From an optimization exercise on the open Yosys and OpenROAD flow, aimed at small area; shortcuts taken in it are not production practice. In this exercise RTL edits were held to simulation tests only and were not proved equivalent to the original. No activity file was given, so power comes from the tool's default toggle rates.

==> flow/design.v (excerpt) <==
module ALU (
    input Clk,
    input Reset,
    input [7:0] operand_A, operand_B,
    input [3:0] Sel,
    output [7:0] Out,
    output [3:0] Flag);
Size: about 480 cells after synthesis, about 12 flip-flops, about 34 I/O pins, roughly 3300 um2 of cells after synthesis.
clock: 13.5 ns
lec_check: 0
abc_area: 0
cap_margin: 20
core_margin: 2
core_utilization: 45
gpl_timing_driven: 0
slew_margin: 20
synth_hierarchical: 1
synth_minimum_keep_size: 0
run.sh (not shown) runs the stock make flow with config.mk's settings and CLKGATE_MAP_FILE= SYNTH_SCRIPT=/design/flow/synth_recipe.tcl, a recipe that flattens the netlist after the stock synthesis.
Edit:
==> flow/flow/run.sh (new file) <==
#!/bin/bash
set -euo pipefail
export POST_SYNTH_TCL="$(pwd)/flow/downsize.tcl"
export BUFFER_PORTS_ARGS="-buffer_cell sky130_fd_sc_hd__buf_1"
export RECOVER_POWER=100
bash standard.sh > standard.log 2>&1
==> flow/flow/downsize.tcl (new file) <==
# POST_SYNTH hook: set every combinational cell of the synthesized netlist to
# the smallest-area drive strength of the same cell (the same name up to the
# _N drive suffix), so that ABC's drive choices, made without placement or
# real loads, do not stay in the layout. The flow's own repair_design and
# repair_timing then upsize only the cells that timing, slew or load need.
set ::ds_dont_use {}
if {[info exists ::env(DONT_USE_CELLS)]} { set ::ds_dont_use $::env(DONT_USE_CELLS) }
proc ds_dont_use {name} {
  foreach pat $::ds_dont_use { if {[string match $pat $name]} { return 1 } }
  return 0
}
set db [ord::get_db]
# smallest master for each base name: lowest area, then highest drive number
array set best {}
foreach lib [$db getLibs] {
  foreach m [$lib getMasters] {
    set n [$m getName]
    if {![regexp {^(sky130_fd_sc_hd__[a-z0-9]+(?:_[a-z0-9]+)*?)_([0-9]+)$} $n -> base drv]} { continue }
    if {[ds_dont_use $n]} { continue }
    set a [expr {[$m getWidth] * [$m getHeight]}]
    if {![info exists best($base)]} {
      set best($base) [list $a $drv $m]
    } else {
      lassign $best($base) ba bd bm
      if {$a < $ba || ($a == $ba && $drv > $bd)} { set best($base) [list $a $drv $m] }
    }
  }
}
set block [ord::get_db_block]
set swapped 0
foreach inst [$block getInsts] {
  set m [$inst getMaster]
  set n [$m getName]
  # registers keep the cell synthesis gave them
  if {[string match "sky130_fd_sc_hd__df*" $n] || [string match "sky130_fd_sc_hd__dl*" $n] || [string match "sky130_fd_sc_hd__sdf*" $n] || [string match "sky130_fd_sc_hd__edf*" $n]} { continue }
  if {![regexp {^(sky130_fd_sc_hd__[a-z0-9]+(?:_[a-z0-9]+)*?)_([0-9]+)$} $n -> base drv]} { continue }
  if {![info exists best($base)]} { continue }
  set bm [lindex $best($base) 2]
  if {[$bm getName] ne $n} {
    puts "downsize [$inst getName] $n -> [$bm getName]"
    $inst swapMaster $bm
    incr swapped
  }
}
puts "downsize: $swapped cells set to their smallest drive strength"
==> flow/standard.sh (new file) <==
#!/bin/bash
# synth_recipe.tcl (not shown) runs the flow's synth.tcl, then flattens the netlist and writes it again
# the make line also repeats each setting of config.mk as NAME=value (left out here)
make -C /OpenROAD-flow-scripts/flow DESIGN_CONFIG=/design/flow/config.mk WORK_HOME=/design/flow/orfs CLKGATE_MAP_FILE= SYNTH_SCRIPT=/design/flow/synth_recipe.tcl "${@:-finish}"
--- a/flow/config.mk
+++ b/flow/config.mk
@@ -11,3 +11,6 @@
 export CORE_UTILIZATION = 45
+export CTS_BUF_LIST = sky130_fd_sc_hd__clkbuf_4
+export CTS_CLUSTER_SIZE = 20
 export GPL_TIMING_DRIVEN = 0
+export SETUP_SLACK_MARGIN = -0.3
 export SLEW_MARGIN = 20
removed: flow/run.sh
The new run ran to the end with no violations.
Total power shrinks by 15%.
Design area shrinks by 15%.
First-iteration DRC count grows by 45%.
Setup slack loses 0.25 ns.
Synthesized area shrinks by 11%.
Synthesized cell count does not change.
Edit:
--- a/flow/flow/downsize.tcl
+++ b/flow/flow/downsize.tcl
@@ -5,6 +5,6 @@
 # repair_timing then upsize only the cells that timing, slew or load need.
-set ::ds_dont_use {}
-if {[info exists ::env(DONT_USE_CELLS)]} { set ::ds_dont_use $::env(DONT_USE_CELLS) }
+set dont_use {}
+if {[info exists ::env(DONT_USE_CELLS)]} { set dont_use $::env(DONT_USE_CELLS) }
 proc ds_dont_use {name} {
-  foreach pat $::ds_dont_use { if {[string match $pat $name]} { return 1 } }
+  foreach pat $::dont_use { if {[string match $pat $name]} { return 1 } }
   return 0
--- a/flow/config.mk
+++ b/flow/config.mk
@@ -11,6 +11,3 @@
 export CORE_UTILIZATION = 45
-export CTS_BUF_LIST = sky130_fd_sc_hd__clkbuf_4
-export CTS_CLUSTER_SIZE = 20
 export GPL_TIMING_DRIVEN = 0
-export SETUP_SLACK_MARGIN = -0.3
 export SLEW_MARGIN = 20
Outcome:
- The changed run failed in netlist read-in after synthesis
Edit:
--- a/flow/flow/run.sh
+++ b/flow/flow/run.sh
@@ -5,2 +5,3 @@
 export RECOVER_POWER=100
-bash standard.sh > standard.log 2>&1
+SETUP_SLACK_MARGIN=0.5 bash standard.sh cts > standard_to_cts.log 2>&1
+SETUP_SLACK_MARGIN=-0.3 bash standard.sh > standard.log 2>&1
--- a/flow/flow/downsize.tcl
+++ b/flow/flow/downsize.tcl
@@ -5,6 +5,6 @@
 # repair_timing then upsize only the cells that timing, slew or load need.
-set dont_use {}
-if {[info exists ::env(DONT_USE_CELLS)]} { set dont_use $::env(DONT_USE_CELLS) }
+set ::ds_dont_use {}
+if {[info exists ::env(DONT_USE_CELLS)]} { set ::ds_dont_use $::env(DONT_USE_CELLS) }
 proc ds_dont_use {name} {
-  foreach pat $::dont_use { if {[string match $pat $name]} { return 1 } }
+  foreach pat $::ds_dont_use { if {[string match $pat $name]} { return 1 } }
   return 0
--- a/flow/config.mk
+++ b/flow/config.mk
@@ -11,2 +11,4 @@
 export CORE_UTILIZATION = 45
+export CTS_BUF_LIST = sky130_fd_sc_hd__clkbuf_4
+export CTS_CLUSTER_SIZE = 20
 export GPL_TIMING_DRIVEN = 0
After rerunning:
- The new run finished clean

## port drivers added, routing unchanged
How much do the figures lean on ideal ports? The routed layouts below were timed once more, with nothing changed but the port constraints. Step 1, drivers: a clkbuf_16 drives Clk and a buf_2 each remaining input, both assumed. Step 2 times the ports against the registers' clock, not the clock port: input delays grow and output delays shrink by t, the midpoint of the rising clock arrivals with the driver on. a / b / c = ideal / step 1 / step 2; a / b = the first two.
run	shift t [ns]	slack for setup (ns)	slew at the worst register clock pin (ns)	worst slew at a driven data input, ns
the first run	0.258	0.691 / 0.693 / 0.436	0.05 / 0.05	0.04
the second run	0.295	0.443 / 0.439 / 0.144	0.09 / 0.09	0.03
the fourth run	0.285	0.600 / 0.595 / 0.310	0.09 / 0.09	0.03
After both steps setup and hold are still met in every run listed. For the second run, which loses most, drivers alone change the setup slack by -0.004 ns; drivers and shift together by -0.299 ns.
